Context: an optimization exercise on an open-source flow, tuned for small area. The choices shown serve that exercise and are no tape-out recipe.
The RTL was checked by simulation tests, not by an equivalence proof against the original design.
Power is estimated from default activity; no workload was simulated. The flow treats the clock pin as an ideal source, which a real chip does not have.

==> flow/design.v (outline; a module is shown in full before it is edited, if it fits) <==
// module top: 3269 lines
module top (
    input             clk,
    input             rst,
    input             div_ready,
    input             div_datavalid_i,
    input      [31:0] div_dividend_i,
    input      [31:0] div_divisor_i,
    output reg        div_doing_o,
    output reg        div_qrvalid_o,
    output     [31:0] div_quotient_o,
    output     [31:0] div_remainder_o
);
  // ...
==> flow/flow/run.sh <==
#!/bin/bash
# The standard layout (standard.sh, which runs the standard synthesis and ORFS
# unchanged) with two placement/CTS options set through ORFS's own variables:
#  - every input and output port still gets its own buffer, but a buf_1 rather
#    than the larger default cell (the resizer may still upsize it);
#  - clock tree synthesis adds no dummy loads.
# make's full output goes to standard_flow.log; ORFS keeps each step's log
# under orfs/logs.
set -euo pipefail
export BUFFER_PORTS_ARGS="-inputs -outputs -buffer_cell sky130_fd_sc_hd__buf_1"
export CTS_ARGS="-sink_clustering_enable -repair_clock_nets -dont_use_dummy_load -sink_clustering_size 30 -sink_clustering_max_diameter 110"
bash standard.sh > standard_flow.log 2>&1
==> flow/standard.sh <==
#!/bin/bash
# synth_recipe.tcl (not shown) runs the flow's synth.tcl, then flattens the netlist and writes it again
# the make line also repeats each setting of config.mk as NAME=value (left out here)
make -C /OpenROAD-flow-scripts/flow DESIGN_CONFIG=/design/flow/config.mk WORK_HOME=/design/flow/orfs CLKGATE_MAP_FILE= SYNTH_SCRIPT=/design/flow/synth_recipe.tcl "${@:-finish}"
==> flow/config.mk <==
export PLATFORM = sky130hd
export DESIGN_NAME = top
export DESIGN_NICKNAME = top
export VERILOG_FILES = /design/flow/design.v
export SDC_FILE = /design/flow/constraint.sdc
export NUM_CORES = 4
export LEC_CHECK = 0
export CAP_MARGIN = 20
export CORE_MARGIN = 2
export CORE_UTILIZATION = 60
export CTS_CLUSTER_DIAMETER = 110
export CTS_CLUSTER_SIZE = 30
export SLEW_MARGIN = 20
==> flow/constraint.sdc <==
create_clock -name core_clock -period 7.5 [get_ports {clk}]
set_input_delay 1.5000 -clock core_clock [delete_from_list [all_inputs] [get_ports {clk}]]
set_output_delay 1.5000 -clock core_clock [all_outputs]
set_load 0.01 [all_outputs]
==> flow_summary.json, run 1 <==
{
  "status": "timing/DRC/antenna clean",
  "synth-compound-area-share": 0.102,
  "fin_ws_ns": 0.462,
  "netlist_area_um2": 66200,
  "cts_made_buffers": 74,
  "yosysWarnings": 1,
  "seq_cell_count": 1929,
  "setup_violations": 0,
  "rsz0062_at_grt": "no",
  "synth_xor_area_frac": 0.0376,
  "signal_buffers": 206,
  "worst_pin_slew_ns": 1.18,
  "finalHoldViolations": 0,
  "clk_pin_slew_ns": 0.11,
  "crit_family": "compound AO/OA/AOI/OAI gates",
  "drc_errors": 0,
  "largestPowerGroup": "sequential cells",
  "total_leakage_power_uw": 0.0311,
  "cts-root-buf": "clkbuf_16",
  "synth-async-reset-ratio": 0,
  "buf_share": 0.0155,
  "ios": 134,
  "first_pass_iters": 5,
  "grt_pass1_vias": 37000,
  "cts_tree": "yes",
  "clkLatencyLatePin_ns": 0.66,
  "slew_viol_final": 0,
  "crit_fanout": 28,
  "wirelength_mm": 119,
  "filler_cell_count": 8594,
  "rr_startpoint": "b_s8[0]"
}
==> inputs of run 2 (changes only) <==
--- a/flow/design.v
+++ b/flow/design.v
@@ -110,17 +110,17 @@
     assign c5[5] = (~t5[4] & (b_s0[4] | c5[4])) | (b_s0[4] & c5[4]);
     assign d5[5] = t5[5] ^ b_s0[5] ^ c5[5];
     assign c5[6] = (~t5[5] & (b_s0[5] | c5[5])) | (b_s0[5] & c5[5]);
     wire qb5 = ~c5[6] & ~hi5;
     wire [5:0] r5 = qb5 ? d5 : t5;
     wire [25:0] a5 = a4[25:0];
     wire [5:0] q5 = {q4, qb5};
     reg v_s1;
-    always @(posedge clk) v_s1 <= v_s0 & ~rst;
+    always @(posedge clk) v_s1 <= v_s0;
     reg [5:0] r_s1, q_s1;
     always @(posedge clk) begin r_s1 <= r5; q_s1 <= q5; end
     reg [25:0] a_s1;
     reg [31:0] b_s1;
     always @(posedge clk) begin a_s1 <= a5; b_s1 <= b_s0; end
     wire [6:0] t6 = {r_s1, a_s1[25]};
     wire hi6 = |b_s1[31:7];
     wire [6:0] g6 = ~t6 & b_s1[6:0];
@@ -198,17 +198,17 @@
     assign c7[7] = G7_10;
     assign c7[8] = G7_11;
     wire [7:0] d7 = ~p7 ^ c7[7:0];
     wire qb7 = ~c7[8] & ~hi7;
     wire [7:0] r7 = qb7 ? d7 : t7;
     wire [23:0] a7 = a6[23:0];
     wire [7:0] q7 = {q6, qb7};
     reg v_s2;
-    always @(posedge clk) v_s2 <= v_s1 & ~rst;
+    always @(posedge clk) v_s2 <= v_s1;
     reg [7:0] r_s2, q_s2;
     always @(posedge clk) begin r_s2 <= r7; q_s2 <= q7; end
     reg [23:0] a_s2;
     reg [31:0] b_s2;
     always @(posedge clk) begin a_s2 <= a7; b_s2 <= b_s1; end
     wire [8:0] t8 = {r_s2, a_s2[23]};
     wire hi8 = |b_s2[31:9];
     wire [8:0] g8 = ~t8 & b_s2[8:0];
@@ -304,17 +304,17 @@
     assign c9[9] = G9_13;
     assign c9[10] = G9_14;
     wire [9:0] d9 = ~p9 ^ c9[9:0];
     wire qb9 = ~c9[10] & ~hi9;
     wire [9:0] r9 = qb9 ? d9 : t9;
     wire [21:0] a9 = a8[21:0];
     wire [9:0] q9 = {q8, qb9};
     reg v_s3;
-    always @(posedge clk) v_s3 <= v_s2 & ~rst;
+    always @(posedge clk) v_s3 <= v_s2;
     reg [9:0] r_s3, q_s3;
     always @(posedge clk) begin r_s3 <= r9; q_s3 <= q9; end
     reg [21:0] a_s3;
     reg [31:0] b_s3;
     always @(posedge clk) begin a_s3 <= a9; b_s3 <= b_s2; end
     wire [10:0] t10 = {r_s3, a_s3[21]};
     wire hi10 = |b_s3[31:11];
     wire [10:0] g10 = ~t10 & b_s3[10:0];
@@ -432,17 +432,17 @@
     assign c11[11] = G11_18;
     assign c11[12] = G11_19;
     wire [11:0] d11 = ~p11 ^ c11[11:0];
     wire qb11 = ~c11[12] & ~hi11;
     wire [11:0] r11 = qb11 ? d11 : t11;
     wire [19:0] a11 = a10[19:0];
     wire [11:0] q11 = {q10, qb11};
     reg v_s4;
-    always @(posedge clk) v_s4 <= v_s3 & ~rst;
+    always @(posedge clk) v_s4 <= v_s3;
     reg [11:0] r_s4, q_s4;
     always @(posedge clk) begin r_s4 <= r11; q_s4 <= q11; end
     reg [19:0] a_s4;
     reg [31:0] b_s4;
     always @(posedge clk) begin a_s4 <= a11; b_s4 <= b_s3; end
     wire [12:0] t12 = {r_s4, a_s4[19]};
     wire hi12 = |b_s4[31:13];
     wire [12:0] g12 = ~t12 & b_s4[12:0];
@@ -584,17 +584,17 @@
     assign c13[13] = G13_23;
     assign c13[14] = G13_24;
     wire [13:0] d13 = ~p13 ^ c13[13:0];
     wire qb13 = ~c13[14] & ~hi13;
     wire [13:0] r13 = qb13 ? d13 : t13;
     wire [17:0] a13 = a12[17:0];
     wire [13:0] q13 = {q12, qb13};
     reg v_s5;
-    always @(posedge clk) v_s5 <= v_s4 & ~rst;
+    always @(posedge clk) v_s5 <= v_s4;
     reg [13:0] r_s5, q_s5;
     always @(posedge clk) begin r_s5 <= r13; q_s5 <= q13; end
     reg [17:0] a_s5;
     reg [31:0] b_s5;
     always @(posedge clk) begin a_s5 <= a13; b_s5 <= b_s4; end
     wire [14:0] t14 = {r_s5, a_s5[17]};
     wire hi14 = |b_s5[31:15];
     wire [14:0] g14 = ~t14 & b_s5[14:0];
@@ -766,17 +766,17 @@
     assign c15[15] = G15_30;
     assign c15[16] = G15_31;
     wire [15:0] d15 = ~p15 ^ c15[15:0];
     wire qb15 = ~c15[16] & ~hi15;
     wire [15:0] r15 = qb15 ? d15 : t15;
     wire [15:0] a15 = a14[15:0];
     wire [15:0] q15 = {q14, qb15};
     reg v_s6;
-    always @(posedge clk) v_s6 <= v_s5 & ~rst;
+    always @(posedge clk) v_s6 <= v_s5;
     reg [15:0] r_s6, q_s6;
     always @(posedge clk) begin r_s6 <= r15; q_s6 <= q15; end
     reg [15:0] a_s6;
     reg [31:0] b_s6;
     always @(posedge clk) begin a_s6 <= a15; b_s6 <= b_s5; end
     wire [16:0] t16 = {r_s6, a_s6[15]};
     wire hi16 = |b_s6[31:17];
     wire [16:0] g16 = ~t16 & b_s6[16:0];
@@ -968,17 +968,17 @@
     assign c17[17] = G17_33;
     assign c17[18] = G17_34;
     wire [17:0] d17 = ~p17 ^ c17[17:0];
     wire qb17 = ~c17[18] & ~hi17;
     wire [17:0] r17 = qb17 ? d17 : t17;
     wire [13:0] a17 = a16[13:0];
     wire [17:0] q17 = {q16, qb17};
     reg v_s7;
-    always @(posedge clk) v_s7 <= v_s6 & ~rst;
+    always @(posedge clk) v_s7 <= v_s6;
     reg [17:0] r_s7, q_s7;
     always @(posedge clk) begin r_s7 <= r17; q_s7 <= q17; end
     reg [13:0] a_s7;
     reg [31:0] b_s7;
     always @(posedge clk) begin a_s7 <= a17; b_s7 <= b_s6; end
     wire [18:0] t18 = {r_s7, a_s7[13]};
     wire hi18 = |b_s7[31:19];
     wire [18:0] g18 = ~t18 & b_s7[18:0];
@@ -1192,17 +1192,17 @@
     assign c19[19] = G19_38;
     assign c19[20] = G19_39;
     wire [19:0] d19 = ~p19 ^ c19[19:0];
     wire qb19 = ~c19[20] & ~hi19;
     wire [19:0] r19 = qb19 ? d19 : t19;
     wire [11:0] a19 = a18[11:0];
     wire [19:0] q19 = {q18, qb19};
     reg v_s8;
-    always @(posedge clk) v_s8 <= v_s7 & ~rst;
+    always @(posedge clk) v_s8 <= v_s7;
     reg [19:0] r_s8, q_s8;
     always @(posedge clk) begin r_s8 <= r19; q_s8 <= q19; end
     reg [11:0] a_s8;
     reg [31:0] b_s8;
     always @(posedge clk) begin a_s8 <= a19; b_s8 <= b_s7; end
     wire [20:0] t20 = {r_s8, a_s8[11]};
     wire hi20 = |b_s8[31:21];
     wire [20:0] g20 = ~t20 & b_s8[20:0];
@@ -1440,17 +1440,17 @@
     assign c21[21] = G21_43;
     assign c21[22] = G21_44;
     wire [21:0] d21 = ~p21 ^ c21[21:0];
     wire qb21 = ~c21[22] & ~hi21;
     wire [21:0] r21 = qb21 ? d21 : t21;
     wire [9:0] a21 = a20[9:0];
     wire [21:0] q21 = {q20, qb21};
     reg v_s9;
-    always @(posedge clk) v_s9 <= v_s8 & ~rst;
+    always @(posedge clk) v_s9 <= v_s8;
     reg [21:0] r_s9, q_s9;
     always @(posedge clk) begin r_s9 <= r21; q_s9 <= q21; end
     reg [9:0] a_s9;
     reg [31:0] b_s9;
     always @(posedge clk) begin a_s9 <= a21; b_s9 <= b_s8; end
     wire [22:0] t22 = {r_s9, a_s9[9]};
     wire hi22 = |b_s9[31:23];
     wire [22:0] g22 = ~t22 & b_s9[22:0];
@@ -1718,17 +1718,17 @@
     assign c23[23] = G23_50;
     assign c23[24] = G23_51;
     wire [23:0] d23 = ~p23 ^ c23[23:0];
     wire qb23 = ~c23[24] & ~hi23;
     wire [23:0] r23 = qb23 ? d23 : t23;
     wire [7:0] a23 = a22[7:0];
     wire [23:0] q23 = {q22, qb23};
     reg v_s10;
-    always @(posedge clk) v_s10 <= v_s9 & ~rst;
+    always @(posedge clk) v_s10 <= v_s9;
     reg [23:0] r_s10, q_s10;
     always @(posedge clk) begin r_s10 <= r23; q_s10 <= q23; end
     reg [7:0] a_s10;
     reg [31:0] b_s10;
     always @(posedge clk) begin a_s10 <= a23; b_s10 <= b_s9; end
     wire [24:0] t24 = {r_s10, a_s10[7]};
     wire hi24 = |b_s10[31:25];
     wire [24:0] g24 = ~t24 & b_s10[24:0];
@@ -2022,17 +2022,17 @@
     assign c25[25] = G25_55;
     assign c25[26] = G25_56;
     wire [25:0] d25 = ~p25 ^ c25[25:0];
     wire qb25 = ~c25[26] & ~hi25;
     wire [25:0] r25 = qb25 ? d25 : t25;
     wire [5:0] a25 = a24[5:0];
     wire [25:0] q25 = {q24, qb25};
     reg v_s11;
-    always @(posedge clk) v_s11 <= v_s10 & ~rst;
+    always @(posedge clk) v_s11 <= v_s10;
     reg [25:0] r_s11, q_s11;
     always @(posedge clk) begin r_s11 <= r25; q_s11 <= q25; end
     reg [5:0] a_s11;
     reg [31:0] b_s11;
     always @(posedge clk) begin a_s11 <= a25; b_s11 <= b_s10; end
     wire [26:0] t26 = {r_s11, a_s11[5]};
     wire hi26 = |b_s11[31:27];
     wire [26:0] g26 = ~t26 & b_s11[26:0];
@@ -2356,17 +2356,17 @@
     assign c27[27] = G27_62;
     assign c27[28] = G27_63;
     wire [27:0] d27 = ~p27 ^ c27[27:0];
     wire qb27 = ~c27[28] & ~hi27;
     wire [27:0] r27 = qb27 ? d27 : t27;
     wire [3:0] a27 = a26[3:0];
     wire [27:0] q27 = {q26, qb27};
     reg v_s12;
-    always @(posedge clk) v_s12 <= v_s11 & ~rst;
+    always @(posedge clk) v_s12 <= v_s11;
     reg [27:0] r_s12, q_s12;
     always @(posedge clk) begin r_s12 <= r27; q_s12 <= q27; end
     reg [3:0] a_s12;
     reg [31:0] b_s12;
     always @(posedge clk) begin a_s12 <= a27; b_s12 <= b_s11; end
     wire [28:0] t28 = {r_s12, a_s12[3]};
     wire hi28 = |b_s12[31:29];
     wire [28:0] g28 = ~t28 & b_s12[28:0];
@@ -2722,17 +2722,17 @@
     assign c29[29] = G29_69;
     assign c29[30] = G29_70;
     wire [29:0] d29 = ~p29 ^ c29[29:0];
     wire qb29 = ~c29[30] & ~hi29;
     wire [29:0] r29 = qb29 ? d29 : t29;
     wire [1:0] a29 = a28[1:0];
     wire [29:0] q29 = {q28, qb29};
     reg v_s13;
-    always @(posedge clk) v_s13 <= v_s12 & ~rst;
+    always @(posedge clk) v_s13 <= v_s12;
     reg [29:0] r_s13, q_s13;
     always @(posedge clk) begin r_s13 <= r29; q_s13 <= q29; end
     reg [1:0] a_s13;
     reg [31:0] b_s13;
     always @(posedge clk) begin a_s13 <= a29; b_s13 <= b_s12; end
     wire [30:0] t30 = {r_s13, a_s13[1]};
     wire hi30 = |b_s13[31:31];
     wire [30:0] g30 = ~t30 & b_s13[30:0];
@@ -3128,128 +3128,95 @@
     wire [31:0] d31 = ~p31 ^ c31[31:0];
     wire qb31 = ~c31[32] & ~hi31;
     wire [31:0] r31 = qb31 ? d31 : t31;
     wire [31:0] q31 = {q30, qb31};
     reg [4:0] lm_w;   
     integer li;
     always @* begin
         lm_w = 5'd0;
-        for (li = 0; li < 32; li = li + 1) if (b_s13[li]) lm_w = li;
+        if (v_s13) for (li = 0; li < 32; li = li + 1) if (b_s13[li]) lm_w = li;
     end
     wire [32:0] x_w;
     assign x_w[0] = q31[0];
-    assign x_w[32] = r31[0];
+    assign x_w[32] = r31[0] | ~v_s13;
     genvar xi;
     generate for (xi = 1; xi < 32; xi = xi + 1) begin : pk
         assign x_w[xi] = q31[xi] | r31[32-xi];
     end endgenerate
-    reg v_s14;
-    always @(posedge clk) v_s14 <= v_s13 & ~rst;
     reg [32:0] x_s14;
     reg [4:0] lm_s14;
     always @(posedge clk) begin x_s14 <= x_w; lm_s14 <= lm_w; end
-    reg v_s15;
-    always @(posedge clk) v_s15 <= v_s14 & ~rst;
     reg [32:0] x_s15;
     reg [4:0] lm_s15;
     always @(posedge clk) begin x_s15 <= x_s14; lm_s15 <= lm_s14; end
-    reg v_s16;
-    always @(posedge clk) v_s16 <= v_s15 & ~rst;
     reg [32:0] x_s16;
     reg [4:0] lm_s16;
     always @(posedge clk) begin x_s16 <= x_s15; lm_s16 <= lm_s15; end
-    reg v_s17;
-    always @(posedge clk) v_s17 <= v_s16 & ~rst;
     reg [32:0] x_s17;
     reg [4:0] lm_s17;
     always @(posedge clk) begin x_s17 <= x_s16; lm_s17 <= lm_s16; end
-    reg v_s18;
-    always @(posedge clk) v_s18 <= v_s17 & ~rst;
     reg [32:0] x_s18;
     reg [4:0] lm_s18;
     always @(posedge clk) begin x_s18 <= x_s17; lm_s18 <= lm_s17; end
-    reg v_s19;
-    always @(posedge clk) v_s19 <= v_s18 & ~rst;
     reg [32:0] x_s19;
     reg [4:0] lm_s19;
     always @(posedge clk) begin x_s19 <= x_s18; lm_s19 <= lm_s18; end
-    reg v_s20;
-    always @(posedge clk) v_s20 <= v_s19 & ~rst;
     reg [32:0] x_s20;
     reg [4:0] lm_s20;
     always @(posedge clk) begin x_s20 <= x_s19; lm_s20 <= lm_s19; end
-    reg v_s21;
-    always @(posedge clk) v_s21 <= v_s20 & ~rst;
     reg [32:0] x_s21;
     reg [4:0] lm_s21;
     always @(posedge clk) begin x_s21 <= x_s20; lm_s21 <= lm_s20; end
-    reg v_s22;
-    always @(posedge clk) v_s22 <= v_s21 & ~rst;
     reg [32:0] x_s22;
     reg [4:0] lm_s22;
     always @(posedge clk) begin x_s22 <= x_s21; lm_s22 <= lm_s21; end
-    reg v_s23;
-    always @(posedge clk) v_s23 <= v_s22 & ~rst;
     reg [32:0] x_s23;
     reg [4:0] lm_s23;
     always @(posedge clk) begin x_s23 <= x_s22; lm_s23 <= lm_s22; end
-    reg v_s24;
-    always @(posedge clk) v_s24 <= v_s23 & ~rst;
     reg [32:0] x_s24;
     reg [4:0] lm_s24;
     always @(posedge clk) begin x_s24 <= x_s23; lm_s24 <= lm_s23; end
-    reg v_s25;
-    always @(posedge clk) v_s25 <= v_s24 & ~rst;
     reg [32:0] x_s25;
     reg [4:0] lm_s25;
     always @(posedge clk) begin x_s25 <= x_s24; lm_s25 <= lm_s24; end
-    reg v_s26;
-    always @(posedge clk) v_s26 <= v_s25 & ~rst;
     reg [32:0] x_s26;
     reg [4:0] lm_s26;
     always @(posedge clk) begin x_s26 <= x_s25; lm_s26 <= lm_s25; end
-    reg v_s27;
-    always @(posedge clk) v_s27 <= v_s26 & ~rst;
     reg [32:0] x_s27;
     reg [4:0] lm_s27;
     always @(posedge clk) begin x_s27 <= x_s26; lm_s27 <= lm_s26; end
-    reg v_s28;
-    always @(posedge clk) v_s28 <= v_s27 & ~rst;
     reg [32:0] x_s28;
     reg [4:0] lm_s28;
     always @(posedge clk) begin x_s28 <= x_s27; lm_s28 <= lm_s27; end
-    reg v_s29;
-    always @(posedge clk) v_s29 <= v_s28 & ~rst;
     reg [32:0] x_s29;
     reg [4:0] lm_s29;
     always @(posedge clk) begin x_s29 <= x_s28; lm_s29 <= lm_s28; end
-    reg v_s30;
-    always @(posedge clk) v_s30 <= v_s29 & ~rst;
     reg [32:0] x_s30;
     reg [4:0] lm_s30;
     always @(posedge clk) begin x_s30 <= x_s29; lm_s30 <= lm_s29; end
-    reg v_s31;
-    always @(posedge clk) v_s31 <= v_s30 & ~rst;
     reg [32:0] x_s31;
     reg [4:0] lm_s31;
     always @(posedge clk) begin x_s31 <= x_s30; lm_s31 <= lm_s30; end
-    reg v_s32;
-    always @(posedge clk) v_s32 <= v_s31 & ~rst;
     reg [32:0] x_s32;
     reg [4:0] lm_s32;
     always @(posedge clk) begin x_s32 <= x_s31; lm_s32 <= lm_s31; end
+    reg [5:0] since_rst;
+    always @(posedge clk)
+        if (rst) since_rst <= 6'd0;
+        else if (!since_rst[5]) since_rst <= since_rst + 6'd1;
+    wire arrive = since_rst[5] & ~(x_s32[32] & (lm_s32 == 5'd0));
     reg [32:0] x_o;
     reg [4:0] lm_o;
     always @(posedge clk) begin
         if (rst | div_ready) begin
             div_qrvalid_o <= 1'b0;
             x_o           <= 33'd0;
             lm_o          <= 5'd0;
-        end else if (v_s32) begin
+        end else if (arrive) begin
             div_qrvalid_o <= 1'b1;
             x_o           <= x_s32;
             lm_o          <= lm_s32;
         end
     end
     wire [31:0] th;
     genvar ui;
     generate for (ui = 0; ui < 32; ui = ui + 1) begin : up
==> flow/config.mk (replaced) <==
export PLATFORM = sky130hd
export DESIGN_NAME = top
export DESIGN_NICKNAME = top
export VERILOG_FILES = /design/flow/design.v
export SDC_FILE = /design/flow/constraint.sdc
export NUM_CORES = 4
export LEC_CHECK = 0
export CAP_MARGIN = 20
export CORE_MARGIN = 2
export CORE_UTILIZATION = 70
export SLEW_MARGIN = 20
==> run 2 against run 1 <==
  * Combinational power barely moved
  * Still clean
  * Design area shrank 1.5%
  * Critical endpoint is now r_s11[4]
  * Die area fell by 15%
  * Global-route usage increased by 4.1 points
  * Register-to-register slack improved by 0.06 ns
  * Highest routed layer unchanged
  * Via count is 1.1% higher
==> flow_summary.json, run 2 <==
{
  "dp_hpwl_mm": 92.0,
  "swShare": 0.251,
  "netlist.top_cell.by_area": "dfxtp_1",
  "synth_edf_count": 0,
  "grt-ovfl-total": 0,
  "worst_hold_path.num_cells": 0,
  "io_buffers": 133,
  "vias": 38700,
  "vias_per_cell": 5.39,
  "synth_top_flop_cell": "dfxtp_1",
  "rows": 112,
  "dieArea_um2": 96300,
  "yosysMostFrequentCell": "dfxtp_1",
  "syn_nets": 6457,
  "antenna_left": 0,
  "fin_ws_ns": 0.525,
  "netlist_instances": 5770,
  "clkLatencyLatePin_ns": 0.69,
  "slew_viol_final": 0,
  "gp_congestion": 0.903,
  "synth-async-reset-ratio": 0,
  "p_per_area_nw_per_um2": 294,
  "cts_made_buffers": 73,
  "relSlewSlack": 0.278,
  "min_period_over_period": 0.930,
  "grt_pass1_wl_mm": 194,
  "yosysUniqueCellTypes": 83,
  "p_seq_frac": 0.635,
  "wire_per_inst_um": 16.9,
  "clk_pin_slew_ns": 0.11,
  "die-height_um": 310,
  "clock-sinks": 1916,
  "pre_cts_slack_ns": 0.145,
  "end_kind": "register",
  "r2r_setup_slack_ns": 0.52,
  "hold_class": "register to register",
  "cts_max_path_buffers": 3,
  "synthTopCellsByCount": "dfxtp_1, inv_1, ha_1, nor2_1, a21oi_1",
  "stdcell_count": 7185,
  "p_int_uw": 15300,
  "rr_worst_depth": 25,
  "fin_skew_ns": 0.0725,
  "placed_cells": 7110,
  "yosysWarnings": 1,
  "startpoint_type": "register",
  "worst_pin_slew_ns": 1.08,
  "antenna_found_initial": 2,
  "finalHoldViolations": 0,
  "setup_tns_ns": 0,
  "cp_slowest_stage_delay_ns": 0.50,
  "critical_path_class": "register to register",
  "worstPathRequired_ns": 8.03,
  "clockPowerShare": 0.224,
  "path_buf_inv": 4,
  "grt_pass1_vias": 38100,
  "first_pass_iters": 5,
  "ios": 134,
  "critPathSlowestCell": "o22ai_2",
  "min_period_ns": 6.98,
  "core_area_um2": 93200,
  "die_x_um": 310,
  "ir_drop_uv": 273,
  "path_depth": 25,
  "crit_fanout": 24,
  "total_leakage_power_uw": 0.0307,
  "ys_ff_latch": 1916,
  "drt_iter0_drc": 2118,
  "track_usage": 0.253,
  "netlist_area_um2": 65700,
  "power.net_switching_uw": 5140,
  "synth_area_leaders": "dfxtp_1, ha_1, fa_1",
  "max_freq_ghz": 0.143,
  "start_util": 0.705,
  "power_frac_comb": 0.141,
  "grt_max_degree": 41,
  "wirelength_mm": 121,
  "layout_commonest_cell": "dfxtp_1",
  "cts-root-buf": "clkbuf_16",
  "yosysSeqAreaShare": 0.584,
  "nets": 6618,
  "cts_tree": "yes",
  "drc_errors": 0,
  "postCtsSetupBuffers": 0,
  "cap_violations": 0,
  "htreeDepth": 3,
  "setup_violations": 0,
  "layout_common_cells": "dfxtp_1, inv_1, ha_1",
  "syn_avg_cell_area_um2": 11.4,
  "status": "timing/DRC/antenna clean",
  "rsz0062_at_grt": "no",
  "area_growth_pct": 5.97,
  "arrival_ns": 7.50,
  "drive_above_1_share": 0.0361,
  "crit_family": "compound AO/OA/AOI/OAI gates",
  "yosysTopAreaCellShare": 0.584
}
## run 2: cells by family after synthesis
| logic type | after synthesis | synth area share |
|---|---|---|
| flops | 1916 | 0.584 |
| simple gates | 1129 | 0.0806 |
| compound gates | 1055 | 0.101 |
| fa+ha+maj | 619 | 0.133 |
| buf+inv | 589 | 0.0345 |
| xor+xnor | 267 | 0.0356 |
| mux | 195 | 0.0307 |
## run 2: path summary, 6_finish.rpt
path,endpoint,startpoint
setup / recovery,r_s11[4],a_s10[7]
hold / removal,q_s11[6],q_s10[4]
setup reg to reg,r_s11[4],a_s10[7]
hold reg to reg,q_s11[6],q_s10[4]
## run 2: per-stage QoR
| step | util | hold WS (ns) | instance area (um2) | total power, uW |
|---|---|---|---|---|
| 6_report | 0.747 | 0.295 | 69600 | 20500 |
| 5_1_grt | 0.747 | 0.298 | 69600 | 21500 |
| 4_1_cts | 0.747 | 0.282 | 69600 | 20600 |
| 3_5_place_dp | 0.727 | 0.312 | 67800 | 16000 |
| 3_3_place_gp | 0.727 | 0.310 | 67800 | 15900 |
| 2_1_floorplan | - | 0.310 | 65700 | 15100 |
## run 2: metal layers
metal	GRT usage	vias to the layer above	wire [um]	share of wire
li1	-	19700	-	-
met1	0.321	18100	53400	0.44
met2	0.455	670	59800	0.49
met3	0.0340	191	4840	0.040
met4	0.0684	0	3130	0.026
met5	0	-	0	0
## run 2: power by group through the flow
stage                     registers (uW)  logic, uW  clock network [uW]
after global placement             13100       2740                   0
after detailed placement           13200       2830                   0
after CTS                          13000       2880                4700
after global routing               13200       3270                5030
final                              13000       2890                4590
after floorplan                    12800       2270                   0
## run 2: timing repair
item,CTS,global route
hold endpoints to repair,0,0
hold buffers,0,0
setup endpoints to repair,0,22
gates resized for setup,0,3
## run 2: area by class of cell
| cell class | count | area (um2) |
|---|---|---|
| diodes | 2 | 5.00 |
| multi-input cells | 3265 | 25100 |
| well taps | 1254 | 1570 |
| flip-flops and latches | 1916 | 38400 |
| repair buffers | 179 | 870 |
| clock buffers | 73 | 1830 |
| inverters | 496 | 1860 |
| fillers | 6415 | 23600 |
==> inputs of run 3 (changes only) <==
--- a/flow/config.mk
+++ b/flow/config.mk
@@ -7,5 +7,7 @@
 export LEC_CHECK = 0
 export CAP_MARGIN = 20
 export CORE_MARGIN = 2
-export CORE_UTILIZATION = 70
+export CORE_UTILIZATION = 60
+export CTS_CLUSTER_DIAMETER = 110
+export CTS_CLUSTER_SIZE = 30
 export SLEW_MARGIN = 20
==> run 3 against run 2 <==
  * Still clean
  * Non-clock buffer count rose by 12
  * First-iteration DRC count decreased by 13%
  * Die area up 16%
  * Total power shrank 0.55%
  * Clock skew fell by 0.0030 ns
  * Global-route usage shrank 4.3 points
  * Critical endpoint is now r_s9[2]
==> flow_summary.json, run 3 <==
{
  "area_growth_pct": 6.51,
  "met1_usage": 0.275,
  "crit_fanout": 30,
  "busiest_layer": "met2",
  "drc_errors": 0,
  "power.net_switching_uw": 5000,
  "worst_pin_slew_ns": 0.930,
  "end_kind": "register",
  "power_frac_comb": 0.142,
  "vias_per_cell": 5.22,
  "min-delay-start": "lm_s14[0]",
  "track_usage": 0.210,
  "cts-root-buf": "clkbuf_16",
  "worstPathRequired_ns": 8.07,
  "placed_cell_area_um2": 68100,
  "yosysTopAreaCellShare": 0.584,
  "min_period_ns": 6.95,
  "first_pass_iters": 5,
  "vias": 38400,
  "synthTopCellsByCount": "dfxtp_1, inv_1, ha_1, nor2_1, a21oi_1",
  "synth_edf_count": 0,
  "crit_path_frequent_cell": "a21o_1",
  "ys_ff_latch": 1916,
  "antenna_left": 0,
  "fin_skew_ns": 0.0695,
  "p_total_uw": 20300,
  "die-height_um": 335,
  "cts_max_path_buffers": 3,
  "arrival_ns": 7.52,
  "clkLatencyLatePin_ns": 0.69,
  "antenna_found_initial": 3,
  "grt_max_degree": 50,
  "holdPathEnd": "lm_s15[0]",
  "slew_viol_final": 0,
  "clock-sinks": 1916,
  "nets": 6631,
  "cts_tree": "yes",
  "grt_pass1_vias": 37100,
  "clockPowerShare": 0.225,
  "gp_congestion": 0.907,
  "drive_above_1_share": 0.0384,
  "cts_made_buffers": 74,
  "postLayoutCoreUtil": 0.644,
  "grt-ovfl-total": 0,
  "r2r_end": "r_s9[2]",
  "stdcell_count": 7356,
  "rr_startpoint": "b_s8[0]",
  "die_x_um": 335,
  "fin_area_um2": 70000,
  "dp_hpwl_mm": 92.3,
  "netlist.top_cell.by_area": "dfxtp_1",
  "rr_worst_depth": 23,
  "r2r_setup_slack_ns": 0.55,
  "setup_violations": 0,
  "grt_pass1_wl_mm": 190,
  "ios": 134,
  "drt_iter0_drc": 1837,
  "hold_class": "register to register",
  "rsz0062_at_grt": "no",
  "setup_tns_ns": 0,
  "wirelength_mm": 118,
  "max_freq_ghz": 0.144,
  "cp_cell_sequence": "ha_1, fa_1, a21o_1, a21o_1, a2111oi_2, or4_1, a31oi_1, o31a_1, o21ai_0, nand2b_1, mux2_2, fa_1, a21o_1, a21o_1, a2111oi_0, buf_4, o31a_1, o2111ai_1, a21oi_1, o22ai_1, o21ai_2, buf_12, mux2i_1",
  "finalHoldViolations": 0,
  "cap_violations": 0,
  "synth-async-reset-ratio": 0,
  "htreeDepth": 3,
  "p_int_uw": 15300,
  "worst_hold_path.num_cells": 0,
  "synth_top_flop_cell": "dfxtp_1",
  "netlist_instances": 5770,
  "critPathSlowestCell": "a2111oi_2",
  "filler_cell_count": 8681,
  "min_period_over_period": 0.926,
  "insertedDiodeCount": 0,
  "clk_pin_slew_ns": 0.10,
  "rows": 121,
  "syn_nets": 6457,
  "total_leakage_power_uw": 0.0308,
  "yosysSeqAreaShare": 0.584,
  "ir_drop_uv": 230,
  "p_per_area_nw_per_um2": 291,
  "yosysWarnings": 1,
  "startpoint_type": "register",
  "core_area_um2": 109000,
  "relSlewSlack": 0.380,
  "yosysMostFrequentCell": "dfxtp_1",
  "yosysUniqueCellTypes": 83,
  "p_seq_frac": 0.633,
  "critical_path_class": "register to register",
  "netlist_area_um2": 65700,
  "holdBufCountCts": 0,
  "swShare": 0.246,
  "cp_slowest_stage_delay_ns": 0.49,
  "postCtsSetupBuffers": 0,
  "io_buffers": 133,
  "dieArea_um2": 112000,
  "wire_per_inst_um": 16.0,
  "syn_avg_cell_area_um2": 11.4,
  "synth_area_leaders": "dfxtp_1, ha_1, fa_1",
  "layout_commonest_cell": "dfxtp_1",
  "layout_common_cells": "dfxtp_1, inv_1, ha_1",
  "placed_cells": 7282,
  "start_util": 0.604,
  "grt_util_met2": 0.365,
  "status": "timing/DRC/antenna clean",
  "grtUsageMet3": 0.0306
}
[run 3: changes by cell type in the layout (fill, tap and decap cells not counted), sizes merged]
cell / previous run / this run
diode: 2 / 0
clkbuf: 73 / 74
buf: 179 / 191
[run 3: repair_timing]
item / 4_1_cts / 5_1_grt
gates resized for setup: 0 / 4
hold endpoints to repair: 0 / 0
setup endpoints to repair: 0 / 19
[run 3: worst max-delay path by stage]
stage,from,endpoint
after floorplan,div_divisor_i[4],r_s0[1]
after global placement,div_divisor_i[27],r_s0[1]
after detailed placement,div_divisor_i[27],r_s0[3]
after CTS,a_s6[15],r_s7[16]
after global routing,b_s8[0],r_s9[2]
final,b_s8[0],r_s9[2]
[run 3: power by group through the flow]
stage	sequential [uW]	combinational, uW	clock (uW)
finish	12900	2890	4570
global route	13100	3280	5110
floorplan	12800	2270	0
global placement	13100	2830	0
CTS	12900	2900	4760
detailed placement	13200	2880	0
[run 3: cell families (layout without fill, tap and decap cells)]
logic type      Yosys count  in the layout  synth area share
compound gates         1055           1055             0.101
xor+xnor                267            267            0.0356
fa+ha+maj               619            619             0.133
buf+inv                 589            761            0.0345
flops                  1916           1916             0.584
mux                     195            195            0.0307
simple gates           1129           1129            0.0806
[run 3: final cells by class]
cell class | instances | area (um2) | share of cell area
sequential | 1916 | 38400 | 0.548
clock buffer | 74 | 1850 | 0.0265
tap | 1414 | 1770 | 0.0253
multi-input combinational | 3265 | 25100 | 0.359
inverter | 496 | 1860 | 0.0266
timing repair buffer | 191 | 997 | 0.0143
[run 3: per-stage QoR]
stage	hold slack [ns]	setup WS [ns]
2_1_floorplan	0.310	1.10
3_3_place_gp	0.309	0.281
3_5_place_dp	0.312	0.190
4_1_cts	0.263	0.256
5_1_grt	0.270	0.0122
6_report	0.274	0.551
[run 3: layer usage]
metal / vias to the layer above / share of wire
li1: 19700 / -
met5: - / 0.00010
met3: 152 / 0.039
met2: 514 / 0.48
met4: 2 / 0.025
met1: 18000 / 0.46
[run 3: critical path, delay by kind of cell, from the launching register on]
kind	cells	cell delay [ns]
compound gates	14	3.60
fa+ha+maj	3	1.00
buf+inv	2	0.42
flops	1	0.38
mux	2	0.70
simple gates	2	0.72
==> inputs of run 4 (changes only) <==
--- a/flow/flow/run.sh
+++ b/flow/flow/run.sh
@@ -8,5 +8,5 @@
 # under orfs/logs.
 set -euo pipefail
 export BUFFER_PORTS_ARGS="-inputs -outputs -buffer_cell sky130_fd_sc_hd__buf_1"
-export CTS_ARGS="-sink_clustering_enable -repair_clock_nets -dont_use_dummy_load -sink_clustering_size 30 -sink_clustering_max_diameter 110"
+export CTS_ARGS="-sink_clustering_enable -repair_clock_nets -dont_use_dummy_load -sink_clustering_size 36 -sink_clustering_max_diameter 90"
 bash standard.sh > standard_flow.log 2>&1
--- a/flow/config.mk
+++ b/flow/config.mk
@@ -8,6 +8,4 @@
 export CAP_MARGIN = 20
 export CORE_MARGIN = 2
 export CORE_UTILIZATION = 60
-export CTS_CLUSTER_DIAMETER = 110
-export CTS_CLUSTER_SIZE = 30
 export SLEW_MARGIN = 20
==> run 4 against run 3 <==
  * Routed wire length about the same
  * Register-to-register slack better by 0.05 ns
  * Via count down 0.15%
  * Cell count about the same
  * Sequential share of layout area up 0.075 points
  * Die area unchanged
  * Sequential power about the same
  * Clock skew up 0.0076 ns
  * Setup slack better by 0.052 ns
  * Synthesized cell count unchanged
  * Non-clock buffer count unchanged
  * Area after synthesis unchanged
  * Critical endpoint is now r_s13[18]
  * Largest cell class unchanged
==> flow_summary.json, run 4 <==
{
  "status": "timing/DRC/antenna clean",
  "die_x_um": 335,
  "relSlewSlack": 0.378,
  "total_leakage_power_uw": 0.0307,
  "startpoint_type": "register",
  "netlist_instances": 5770,
  "min_period_ns": 6.90,
  "placed_cell_area_um2": 68100,
  "layout_commonest_cell": "dfxtp_1",
  "rows": 121,
  "fin_area_um2": 69900,
  "ys_ff_latch": 1916,
  "area_growth_pct": 6.37,
  "grt_max_degree": 50,
  "cts_tree": "yes",
  "end_kind": "register",
  "crit_fanout": 38,
  "vias": 38300,
  "cp-startpoint": "a_s12[3]",
  "hold_class": "register to register",
  "synthTopCellsByCount": "dfxtp_1, inv_1, ha_1, nor2_1, a21oi_1",
  "grt_pass1_wl_mm": 189,
  "drc_errors": 0,
  "r2r_setup_slack_ns": 0.60,
  "syn_avg_cell_area_um2": 11.4,
  "postCtsSetupBuffers": 0,
  "holdBufCountCts": 0,
  "start_util": 0.604,
  "drive_above_1_share": 0.0379,
  "grt-ovfl-total": 0,
  "cts-root-buf": "clkbuf_16",
  "min-delay-start": "a_s0[4]",
  "syn_nets": 6457,
  "cts_made_buffers": 70,
  "stdcell_count": 7353,
  "setup_tns_ns": 0,
  "yosysSeqAreaShare": 0.584,
  "rr_startpoint": "a_s12[3]",
  "power.net_switching_uw": 4990,
  "finalHoldViolations": 0,
  "die-height_um": 335,
  "wire_per_inst_um": 16.0,
  "rsz0062_at_grt": "no",
  "yosysTopAreaCellShare": 0.584,
  "max_freq_ghz": 0.145,
  "grt_pass1_vias": 37000,
  "worst_pin_slew_ns": 0.932,
  "placed_cells": 7282,
  "drt_iter0_drc": 1845,
  "first_pass_iters": 7,
  "ir_drop_uv": 235,
  "htreeDepth": 3,
  "p_int_uw": 15200,
  "ios": 134,
  "netlist_area_um2": 65700,
  "cap_violations": 0,
  "core_area_um2": 109000,
  "yosysUniqueCellTypes": 83,
  "worstPathRequired_ns": 8.05,
  "yosysWarnings": 1,
  "slew_viol_final": 0,
  "cts_resized": 0,
  "synth_edf_count": 0,
  "clk_pin_slew_ns": 0.12,
  "antenna_found_initial": 3,
  "setup_violations": 0,
  "p_seq_frac": 0.637,
  "swShare": 0.247,
  "synth_top_flop_cell": "dfxtp_1",
  "nets": 6627,
  "synth_area_leaders": "dfxtp_1, ha_1, fa_1",
  "dp_hpwl_mm": 92.3,
  "cts_max_path_buffers": 3,
  "cp-endpoint": "r_s13[18]",
  "layout_common_cells": "dfxtp_1, inv_1, ha_1",
  "p_per_area_nw_per_um2": 290,
  "p_total_uw": 20200,
  "netlist.top_cell.by_area": "dfxtp_1",
  "wirelength_mm": 118,
  "rr_worst_depth": 23,
  "filler_cell_count": 8714,
  "io_buffers": 133,
  "vias_per_cell": 5.21,
  "dieArea_um2": 112000,
  "antenna_left": 0,
  "synth-async-reset-ratio": 0,
  "r2r_end": "r_s13[18]",
  "track_usage": 0.210,
  "power_frac_comb": 0.143,
  "clock-sinks": 1916,
  "clockPowerShare": 0.221,
  "min_period_over_period": 0.919,
  "arrival_ns": 7.45,
  "gp_congestion": 0.907,
  "clkLatencyLatePin_ns": 0.69,
  "critical_path_class": "register to register",
  "fin_skew_ns": 0.0771,
  "yosysMostFrequentCell": "dfxtp_1"
}
run 4: power groups by stage:
stage	Combinational, uW	Clock, uW	Sequential [uW]
floorplan	2270	0	12800
global placement	2830	0	13100
detailed placement	2880	0	13200
CTS	2900	4640	12900
global route	3290	4980	13100
finish	2890	4460	12900
run 4: logic make-up after synthesis:
kind of cell / count (synthesis) / share of synthesized area
flops: 1916 / 0.584
compound gates: 1055 / 0.101
simple gates: 1129 / 0.0806
xor+xnor: 267 / 0.0356
mux: 195 / 0.0307
buf+inv: 589 / 0.0345
fa+ha+maj: 619 / 0.133
run 4: area by class of cell:
class	count	area, um2	area share
flip-flops and latches	1916	38400	0.549
multi-input cells	3265	25100	0.360
inverters	496	1860	0.0267
well taps	1414	1770	0.0253
clock buffers	70	1750	0.0251
repair buffers	191	997	0.0143
diodes	1	2.50	0.0000358
run 4: worst min-delay path by stage:
stage	to	cells after the start
after floorplan	a_s10[0]	0
after CTS	a_s7[6]	0
final	a_s1[4]	0
after global routing	a_s7[6]	0
after global placement	x_s23[31]	0
after detailed placement	a_s1[13]	0
run 4: critical path, cell delays in order, from the launching register on:
cell,delay [ns]
dfxtp_1,0.32
inv_1,0.04
ha_1,0.20
fa_1,0.43
a211oi_1,0.34
o21a_1,0.21
nor3_1,0.11
o21ai_0,0.32
and2_1,0.24
o221ai_1,0.33
a31oi_4,0.59
mux2_2,0.42
fa_1,0.42
a211oi_1,0.34
o21ai_1,0.17
a2111oi_1,0.54
buf_4,0.24
nor3_1,0.06
a22oi_1,0.26
nand2_1,0.13
a31o_2,0.28
a21o_1,0.20
buf_4,0.26
o31a_1,0.33
run 4: layer usage:
layer,GRT usage,part of all wire,up-vias
met3,0.0320,0.038,168
met1,0.273,0.46,17900
met5,0,0.000085,-
li1,-,-,19700
met4,0.0565,0.026,2
met2,0.365,0.48,526
run 4: per-stage QoR:
stage	setup slack (ns)	util	hold WS (ns)
floorplan	1.10	-	0.310
global placement	0.281	0.626	0.309
global route	0.0355	0.643	0.290
CTS	0.228	0.642	0.291
detailed placement	0.190	0.626	0.312
finish	0.604	0.643	0.291

==> afterwards: timing with drivers on the ports <==
Ports are ideal in the flow. The routed layouts listed here were re-timed in OpenROAD.
Step 1 (the two cells are an assumption about what drives the block):
set clk [get_ports {clk}]
set_driving_cell -lib_cell sky130_fd_sc_hd__clkbuf_16 $clk
set_driving_cell -lib_cell sky130_fd_sc_hd__buf_2 [delete_from_list [all_inputs] $clk]
Step 2 times the ports against the registers' clock, not the clock port: input delays grow and output delays shrink by t, the midpoint of the rising clock arrivals with the driver on.
Slacks: ideal ports / drivers / drivers and shift; pairs: ideal ports / drivers.
run	t (ns)	setup slack, ns	worst setup path at the end	latest minus earliest clock arrival (ns)
run 1	0.719	0.462 / 0.462 / 0.462	register to register	0.031 / 0.032
run 2	0.724	0.525 / 0.525 / 0.178	input to register	0.075 / 0.075
run 3	0.717	0.551 / 0.551 / 0.479	input to register	0.071 / 0.071
run 4	0.715	0.604 / 0.604 / 0.511	input to register	0.080 / 0.080
After both steps every run listed still meets setup and hold. For run 2, which loses most, drivers alone change the setup slack by 0.000 ns; drivers and shift together by -0.347 ns.
